What follows belongs to an exercise in optimizing a design on an open flow for small area; a production flow would make more cautious choices. Function was checked by simulation only, so behaviour that the tests miss may differ from the original. The clock port is modelled as an ideal driver; clocking choices that lean on that would not hold on a real chip. Power is estimated from default activity; no workload was simulated.

`flow/flow/run.sh`:
```
#!/bin/bash
# Layout flow: the standard flow (standard.sh) with an area-oriented
# technology mapping in synthesis (see overrides.tcl): the design is
# synthesized once with each ABC script flow/abc*.abc, and the layout is
# made from the one with the smallest cell area. Extra ORFS make variables
# are listed one per line in flow/make.args (__WORK__ stands for the work
# folder).
# Runs in the work folder; each tool's output goes to a log file here.
set -euo pipefail
work=$(pwd)
cat "$work/flow/overrides.tcl" "$work/synth_recipe.tcl" > "$work/area_synth.tcl"
sed "s|SYNTH_SCRIPT=[^ ]*|SYNTH_SCRIPT=$work/area_synth.tcl|" "$work/standard.sh" > "$work/area_standard.sh"
grep -q "SYNTH_SCRIPT=$work/area_synth.tcl" "$work/area_standard.sh"
extra=()
if [[ -f "$work/flow/make.args" ]]; then
  while IFS= read -r line; do
    [[ -n "$line" ]] && extra+=("${line//__WORK__/$work}")
  done < "$work/flow/make.args"
fi

# trial syntheses, one work home each
best=""; best_area=""
pids=()
for s in "$work"/flow/abc*.abc; do
  k=$(basename "$s" .abc)
  sed "s|WORK_HOME=[^ ]*|WORK_HOME=$work/trial_$k|" "$work/area_standard.sh" > "$work/trial_$k.sh"
  grep -q "WORK_HOME=$work/trial_$k" "$work/trial_$k.sh"
  FLOW_AREA_ABC="$s" bash "$work/trial_$k.sh" "${extra[@]}" synth > "$work/synth_$k.log" 2>&1 &
  pids+=($!)
done
for p in "${pids[@]}"; do wait "$p"; done
for s in "$work"/flow/abc*.abc; do
  k=$(basename "$s" .abc)
  a=$(awk '/Chip area for module/ {print $NF}' "$work"/trial_$k/reports/*/top/base/synth_stat.txt | tail -1)
  echo "$k $a" >> "$work/trials.txt"
  if [[ -z "$best" ]] || awk -v a="$a" -v b="$best_area" 'BEGIN { exit !(a < b) }'; then
    best=$s; best_area=$a
  fi
done
echo "chosen $(basename "$best" .abc) $best_area" >> "$work/trials.txt"

rm -rf "$work"/trial_*
export FLOW_AREA_ABC="$best"
bash "$work/area_standard.sh" "${extra[@]}" synth > "$work/synth.log" 2>&1
bash "$work/area_standard.sh" "${extra[@]}" finish > "$work/layout.log" 2>&1
```
`flow/flow/abc1.abc`:
```
strash
dc2
&get -n
&st
&synch2
&dch -f
&nf -R 1000
&put
```
`flow/flow/abc2.abc`:
```
strash
&get -n
&dch -f
&nf -R 1000
&put
```
`flow/flow/abc3.abc`:
```
strash
dc2
dc2
&get -n
&st
&synch2
&dch -f
&nf -R 1000
&put
```
`flow/flow/abc4.abc`:
```
strash
&get -n
&st
&syn2
&dch -f
&nf -R 1000
&put
```
`flow/flow/abc5.abc`:
```
strash
dc2
&get -n
&st
&synch2
&dch -f
&if -K 4 -a
&mfs
&put
strash
&get -n
&dch -f
&nf -R 1000
&put
```
`flow/flow/abc6.abc`:
```
strash
balance
rewrite
refactor
balance
rewrite -z
rewrite -z
dc2
&get -n
&st
&dch -f
&nf -R 1000
&put
```
`flow/flow/abc7.abc`:
```
strash
dc2
&get -n
&st
&synch2
&dch -f
&nf -R 2000 -C 32
&put
```
`flow/flow/abc8.abc`:
```
strash
ifraig
dc2
&get -n
&st
&synch2
&dch -f
&nf -R 1000
&put
```
`flow/flow/make.args`:
```
CTS_ARGS=-sink_clustering_enable -repair_clock_nets -dont_use_dummy_load -buf_list sky130_fd_sc_hd__clkbuf_4
BUFFER_PORTS_ARGS=-buffer_cell sky130_fd_sc_hd__buf_1
SKIP_REPAIR_TIE_FANOUT=1
POST_CTS_TCL=__WORK__/flow/post_cts.tcl
```
`flow/flow/overrides.tcl`:
```
# Prepended to synth_recipe.tcl: the standard synthesis, except that Yosys
# does not extract half and full adders and ABC maps the logic for area
# (flow/area.abc) in place of the speed script. Registers are mapped before
# either step, so their names and cells are the standard synthesis's.
proc extract_fa {args} { puts "run.sh: extract_fa skipped" }
proc abc {args} {
  set i [lsearch -exact $args -script]
  set args [lreplace $args $i [expr {$i + 1}] -script $::env(FLOW_AREA_ABC)]
  yosys abc {*}$args
}
```
`flow/flow/post_cts.tcl`:
```
estimate_parasitics -placement
set leaves {}
foreach inst [get_cells *] {
  if { [get_property $inst ref_name] ne "sky130_fd_sc_hd__clkbuf_4" } { continue }
  set out [get_pins [get_name $inst]/X]
  set leaf 1
  foreach load [get_pins -of_objects [get_nets -of_objects $out] -filter "direction == input"] {
    set cell [get_cells -of_objects $load]
    if { [string match "sky130_fd_sc_hd__clkbuf*" [get_property $cell ref_name]] } {
      set leaf 0
    }
  }
  if { $leaf && [get_property $out slew_max] > 0.110 } {
    lappend leaves $inst
  }
}
foreach inst $leaves {
  puts "post_cts: [get_name $inst] now sky130_fd_sc_hd__clkbuf_8"
  replace_cell $inst sky130_fd_sc_hd__clkbuf_8
}
if { [llength $leaves] > 0 } {
  detailed_placement
  check_placement -verbose
  estimate_parasitics -placement
}
```
`flow/standard.sh`:
```
#!/bin/bash
# synth_recipe.tcl (not shown) runs the flow's synth.tcl, then flattens the netlist and writes it again
# the make line also repeats each setting of config.mk as NAME=value (left out here)
make -C /OpenROAD-flow-scripts/flow DESIGN_CONFIG=/design/flow/config.mk WORK_HOME=/design/flow/orfs CLKGATE_MAP_FILE= SYNTH_SCRIPT=/design/flow/synth_recipe.tcl "${@:-finish}"
```
`flow/config.mk`:
```
export PLATFORM = sky130hd
export DESIGN_NAME = top
export DESIGN_NICKNAME = top
export VERILOG_FILES = /design/flow/design.v
export SDC_FILE = /design/flow/constraint.sdc
export NUM_CORES = 4
export LEC_CHECK = 0
export CAP_MARGIN = 20
export CORE_MARGIN = 2
export CORE_UTILIZATION = 75
export PLACE_DENSITY = 0.88
export SLEW_MARGIN = 20
```
`flow/constraint.sdc`:
```
create_clock -name core_clock -period 10.0 [get_ports {CLK}]
set_input_delay 2.0000 -clock core_clock [delete_from_list [all_inputs] [get_ports {CLK}]]
set_output_delay 2.0000 -clock core_clock [all_outputs]
set_load 0.01 [all_outputs]
```
`flow/design.v`:
```
module ctr #(
    parameter W = 10,
    parameter M = 1024,
    parameter RST = 0            
    )
    (
    input  wire         i_clk,
    input  wire         i_rst,
    input  wire         i_en,
    output reg  [W-1:0] o_q,
    output wire         o_wrap   
    );
    localparam [W-1:0] LOAD = (1 << W) - M;
    localparam [W-1:0] RV = RST;
    reg [W-1:0] cy;              
    integer i;
    always @* begin
        cy[0] = i_en;
        for (i = 1; i < W; i = i + 1)
            cy[i] = cy[i-1] & o_q[i-1];
    end
    assign o_wrap = cy[W-1] & o_q[W-1];
    always @(posedge i_clk)
        if (i_rst)
            o_q <= RV;
        else if (o_wrap)
            o_q <= LOAD;
        else
            o_q <= o_q ^ cy;
endmodule
module vga640x480(
    input  wire        i_clk,
    input  wire        i_rst,
    output wire        o_hs,
    output wire        o_vs,
    output wire        o_stb,     
    output wire        o_eol,     
    output wire        o_pre,     
    output wire        o_upd,     
    output wire        o_vb,      
    output wire        o_ystep,   
    output wire        o_h161,    
    output wire        o_h799,    
    output wire        o_line1    
    );
    localparam HOFF = 2048 - 1602;
    localparam VOFF = 1024 - 525;
    wire [10:0] hq;
    wire [9:0]  vq;
    wire eol, vwrap;
    wire stb = hq[0];                        
    wire vend = &vq;                         
    wire vstep = stb & (eol | vend);
    ctr #(.W(11), .M(1602), .RST(1601 + HOFF)) hcnt (
        .i_clk(i_clk), .i_rst(i_rst), .i_en(1'b1), .o_q(hq), .o_wrap(eol));
    ctr #(.W(10), .M(525), .RST(524 + VOFF)) vcnt (
        .i_clk(i_clk), .i_rst(i_rst), .i_en(vstep), .o_q(vq), .o_wrap(vwrap));
    wire line479 = (vq == 479 + VOFF);
    assign o_vb  = (vq >= 480 + VOFF);
    assign o_hs  = ~((hq >= 32 + HOFF) & (hq <= 223 + HOFF));    
    assign o_vs  = ~(vq[9:1] == (491 + VOFF) / 2);               
    assign o_stb = stb;
    assign o_eol = eol;
    assign o_pre = line479 & (hq == 1600 + HOFF);
    assign o_upd = line479 & eol;
    assign o_ystep = stb & ((eol & ~o_vb) | vend);
    assign o_h161 = (hq == 323 + HOFF);
    assign o_h799 = (hq == 1599 + HOFF);
    assign o_line1 = (vq == 1 + VOFF);
endmodule
module square #(
    parameter H_SIZE=80,       
    IX=320,                    
    IY=240,                    
    IX_DIR=1,                  
    IY_DIR=1,                  
    D_WIDTH=640,
    D_HEIGHT=480
    )
    (
    input  wire i_clk,
    input  wire i_rst,
    input  wire i_stb,       
    input  wire i_pre,       
    input  wire i_upd,       
    input  wire i_vb,        
    input  wire i_ystep,     
    input  wire i_h161,      
    input  wire i_h799,      
    input  wire i_line1,     
    output wire o_on
    );
    localparam C0 = 640 - (IX - H_SIZE);
    localparam D0 = 480 - (IY - H_SIZE);
    localparam COFF = 1024 - 801;
    localparam DOFF = 512 - 481;
    localparam CLO = (1 + 801 - C0) % 801 + COFF;
    localparam CHI = (2*H_SIZE - 1 + 801 - C0) % 801 + COFF;
    localparam DLO = (1 + 481 - D0) % 481 + DOFF;
    localparam DHI = (2*H_SIZE - 1 + 481 - D0) % 481 + DOFF;
    localparam DB  = (2*H_SIZE + 481 - D0) % 481 + DOFF;
    wire [9:0] cq;
    wire [8:0] dq;
    wire cwrap, dwrap;
    reg x_dir, y_dir;
    wire cstep = (i_stb & ~(i_upd & x_dir)) | (i_pre & ~x_dir);
    wire dstep = (i_ystep & ~(i_upd & y_dir)) | (i_pre & ~y_dir);
    ctr #(.W(10), .M(801), .RST(COFF)) xcnt (
        .i_clk(i_clk), .i_rst(i_rst), .i_en(cstep), .o_q(cq), .o_wrap(cwrap));
    ctr #(.W(9), .M(481), .RST(DOFF)) ycnt (
        .i_clk(i_clk), .i_rst(i_rst), .i_en(dstep), .o_q(dq), .o_wrap(dwrap));
    wire on_x = (cq >= CLO) & (cq <= CHI);
    wire on_y = i_vb ? (dq == DB) : ((dq >= DLO) & (dq <= DHI));
    assign o_on = on_x & on_y;
    always @(posedge i_clk) begin
        if (i_rst) begin
            x_dir <= IX_DIR;
            y_dir <= IY_DIR;
        end else begin
            if (on_x & i_h161) x_dir <= 1'b1;
            if (on_x & i_h799) x_dir <= 1'b0;
            if (on_y & i_line1) y_dir <= 1'b1;
            if (on_y & i_vb) y_dir <= 1'b0;
        end
    end
endmodule
module top(
    input wire CLK,              
    input wire RST_BTN,          
    output wire VGA_HS_O,        
    output wire VGA_VS_O,        
    output wire [3:0] VGA_R,     
    output wire [3:0] VGA_G,     
    output wire [3:0] VGA_B      
    );
    wire rst = ~RST_BTN;     
    wire stb, eol, pre, upd, vb, ystep, h161, h799, line1;
    vga640x480 display (
        .i_clk(CLK),
        .i_rst(rst),
        .o_hs(VGA_HS_O),
        .o_vs(VGA_VS_O),
        .o_stb(stb),
        .o_eol(eol),
        .o_pre(pre),
        .o_upd(upd),
        .o_vb(vb),
        .o_ystep(ystep),
        .o_h161(h161),
        .o_h799(h799),
        .o_line1(line1)
    );
    wire sq_a, sq_b, sq_c;
    square #(.IX(160), .IY(120), .H_SIZE(60)) sq_a_anim (
        .i_clk(CLK), .i_rst(rst), .i_stb(stb), .i_pre(pre), .i_upd(upd),
        .i_vb(vb), .i_ystep(ystep), .i_h161(h161), .i_h799(h799),
        .i_line1(line1), .o_on(sq_a)
    );
    square #(.IX(320), .IY(240), .IY_DIR(0)) sq_b_anim (
        .i_clk(CLK), .i_rst(rst), .i_stb(stb), .i_pre(pre), .i_upd(upd),
        .i_vb(vb), .i_ystep(ystep), .i_h161(h161), .i_h799(h799),
        .i_line1(line1), .o_on(sq_b)
    );
    square #(.IX(480), .IY(360), .H_SIZE(100)) sq_c_anim (
        .i_clk(CLK), .i_rst(rst), .i_stb(stb), .i_pre(pre), .i_upd(upd),
        .i_vb(vb), .i_ystep(ystep), .i_h161(h161), .i_h799(h799),
        .i_line1(line1), .o_on(sq_c)
    );
    assign VGA_R[3] = sq_a;   
    assign VGA_G[3] = sq_b;   
    assign VGA_B[3] = sq_c;   
    assign VGA_R[2:0] = 3'b000;
    assign VGA_G[2:0] = 3'b000;
    assign VGA_B[2:0] = 3'b000;
endmodule
```
==> qor.csv <==
metric,value,unit
io pins,16,
R2R setup slack,6.02,ns
drt initial violations,215,
synth warn,7,
Initial Utilization,0.764,
ys async rst share,0,
WL/cell,13.5,um
Vias,3047,
vias in the first global route,2721,
maximum capacitance violations,0,
design area,0.00365,sq mm
gpl congestion,0.992,
first-pass GRT wire length,11.4,mm
Final setup viols,0,
Synth cell types,34,
slack of the critical path,5.53,ns
# rows,25,
Slew headroom,0.383,
placed instance count,489,
routed wire length,6.72,mm
sequential area share after synthesis,0.472,
Setup Total Neg Slack,0,ns
post-synth top area share,0.472,
min Tclk post-route,4.47,ns
pin count of the biggest net entering global routing,25,
Pins Over Slew Limit,0,
Post-synth EDFFs,0,
"Net Count, Synth",442,
Setup CP Type,reg -> out,
pre-CTS setup slack,5.99,ns
crit path max fanout,7,
R2R cell count,15,
WP buf/inv,1,
initial antenna violation count,0,
DRT Pass-1 Iters,5,
RSZ-0062 raised after global routing,no,
share of layout cells above drive strength 1,0.0225,
Die H,72.9,um
worst-path cell chain,"nor2_1, nand2_1, a21oi_1, or3_1, or4_1, o21ai_0, and2_0, buf_1",
hold endpoint,sq_c_anim.x_dir$_SDFFE_PN1P_,
Final nets,448,
Mapped Area,0.00356,sq mm
Worst Clk Skew,0.0291,ns
Syn Inst Count,440,
synthesized area per cell,8.09,sq um
drt drc,0,
Critical Path RT,8.00,ns
status,finished clean,
pwr/cell area,237,mW/mm^2
Fin. Hold Viols,0,
nature of the critical path startpoint,register,
slowest CP cell,or4_1,
f_max,0.224,GHz
core area,0.00466,sq mm
Lkg Pwr,1.41,nW
top post-synthesis cells by area,"dfxtp_1 (47%), o21ai_0 (7.9%), a21oi_1 (6.3%)",
P&R area growth vs syn,2.64,%
gr ovfl total,0,
Least-Margin Pin Slew,0.917,ns
GRT Total Usage,0.276,
"Clk pin slew, worst setup/hold paths",0.11,ns
critical path's top delay family,simple AND/OR/NAND/NOR gates,
input/output buffers,6,
CTS sink count,84,
worst vdd ir,0.129,mV
dpl hpwl,4.79,mm
drt via density,6.12,
ratio of final minimum period to clock period,0.447,
critical path capture point type,primary output,
CTS tree,yes,
Final Power,0.867,mW
Placement Cell Area,0.00357,sq mm
area of the die,0.00532,sq mm
source of the worst hold timing path,sq_c_anim.x_dir$_SDFFE_PN1P_,
"slowest stage delay, CP",0.55,ns
Yosys reg bits,84,
Main synth FF type,dfxtp_1,
FF-to-FF End,sq_c_anim.xcnt.o_q[9]$_SDFF_PP0_,
Worst-Skew Late Latency,0.42,ns
CP arrival,2.47,ns
Routed Antenna Nets,0,
Antenna diodes,0,
Die X-Extent,72.9,um
Hold Path Depth,2,
Hold Path Class,reg -> reg,
Synth area leader,dfxtp_1,
FF-to-FF Start,display.vcnt.o_q[6]$_SDFF_PP1_,
Layout Cells excl Fill,498,
FILL cells,347,
## worst max-delay path by stage
stage                                              start       end  slack, ns  cells after the start
after detailed placement  display.vcnt.o_q[2]$_SDFF_PN1_  VGA_G[3]       5.99                      8
after global routing      display.vcnt.o_q[2]$_SDFF_PN1_  VGA_G[3]       5.33                      8
after floorplan           display.vcnt.o_q[2]$_SDFF_PN1_  VGA_G[3]       6.20                      8
final                     display.vcnt.o_q[2]$_SDFF_PN1_  VGA_G[3]       5.53                      8
after global placement    display.vcnt.o_q[2]$_SDFF_PN1_  VGA_G[3]       6.04                      8
## placed cells by master, fill, tap and decap left out, drive strengths merged
cell type / instances
a2111oi: 1
o22ai: 3
nor4b: 1
a21oi: 45
buf: 7
xnor2: 18
nand4: 6
nor2: 46
conb: 1
and3: 16
a21boi: 1
nor3: 19
o2111ai: 1
o32ai: 1
nor4: 6
nand3: 14
o41ai: 2
or2: 2
and2: 8
o31ai: 1
dfxtp: 84
a211oi: 1
nand3b: 1
xor2: 4
o21ai: 56
nand2: 58
o21a: 6
or3: 1
nor2b: 5
or4: 3
clkinv: 10
a21o: 2
o311a: 1
a31oi: 4
clkbuf: 9
## layout make-up
class / instances / area (sq um) / share of cell area
repair buffers: 7 / 30.0 / 0.00822
flip-flops and latches: 84 / 1680 / 0.460
well taps: 54 / 67.6 / 0.0185
clock buffers: 9 / 86.3 / 0.0236
multi-input cells: 334 / 1750 / 0.479
inverters: 10 / 37.5 / 0.0103
## metal layers
metal,wire (um),track usage,up-vias,share of wire
li1,-,-,1564,-
met1,3190,0.353,1417,0.47
met2,3200,0.456,52,0.48
met3,205,0.0470,14,0.030
met4,133,0.130,0,0.020
met5,0,0,-,0
## synth_stat cells (5+ instances only)
cell      count
dfxtp_1      84
nand2_1      58
o21ai_0      56
nor2_1       46
a21oi_1      45
nor3_1       19
xnor2_1      18
and3_1       16
nand3_1      14
buf_4        12
clkinv_1     10
and2_0        8
nand4_1       6
nor4_1        6
o21a_1        6
nor2b_1       5
## tightest hold or removal path: stages, from the launching register on
cell and delay (ns):
dfxtp_1 0.34, o22ai_1 0.06, nand2_1 0.06
## per-stage QoR
stage	hold slack, ns	utilization
final	0.484	0.784
after global routing	0.526	0.784
after detailed placement	0.457	0.766
after global placement	0.451	0.766
after floorplan	0.434	-
## logic make-up after synthesis
family / after synthesis / share of synthesized area
simple gates: 186 / 0.244
compound gates: 125 / 0.193
flops: 84 / 0.472
xor+xnor: 22 / 0.0541
buf+inv: 22 / 0.0358
other cells: 1 / 0.00105
## where the power goes
part           switching, mW  internal [mW]
logic                  0.151          0.107
clock network         0.0965         0.0546
registers             0.0642          0.393
## sequential cells by signal (all words and copies together), names as in the netlist
signal and count:
sq_a_anim.x_dir 1, sq_b_anim.ycnt.o_q 9, display.vcnt.o_q 10, sq_c_anim.y_dir 1
sq_b_anim.y_dir 1, sq_c_anim.xcnt.o_q 10, sq_c_anim.ycnt.o_q 9, sq_a_anim.y_dir 1
sq_b_anim.x_dir 1, sq_a_anim.ycnt.o_q 9, display.hcnt.o_q 11, sq_a_anim.xcnt.o_q 10
sq_b_anim.xcnt.o_q 10, sq_c_anim.x_dir 1

## separate check: timing with driven ports
The results above use ideal ports. As a check the final layout listed here was re-extracted and re-timed, cells and wires unchanged. Step 1, drivers: a clkbuf_16 drives CLK and a buf_2 each remaining input, both assumed. Step 2 times the ports against the registers' clock, not the clock port: input delays grow and output delays shrink by t, the midpoint of the rising clock arrivals with the driver on. a / b / c = no drivers / after step 1 / after step 2; a / b = the first two.
t, ns: 0.428
setup slack, ns: 5.526 / 5.499 / 5.927
hold slack, ns: 0.484 / 0.484 / 0.484
worst data-port slew with drivers (ns): 0.03
pins driven straight from the clock port: 1
After both steps this run still meets setup and hold. For this run, drivers alone change the setup slack by -0.027 ns; drivers and shift together by +0.401 ns.
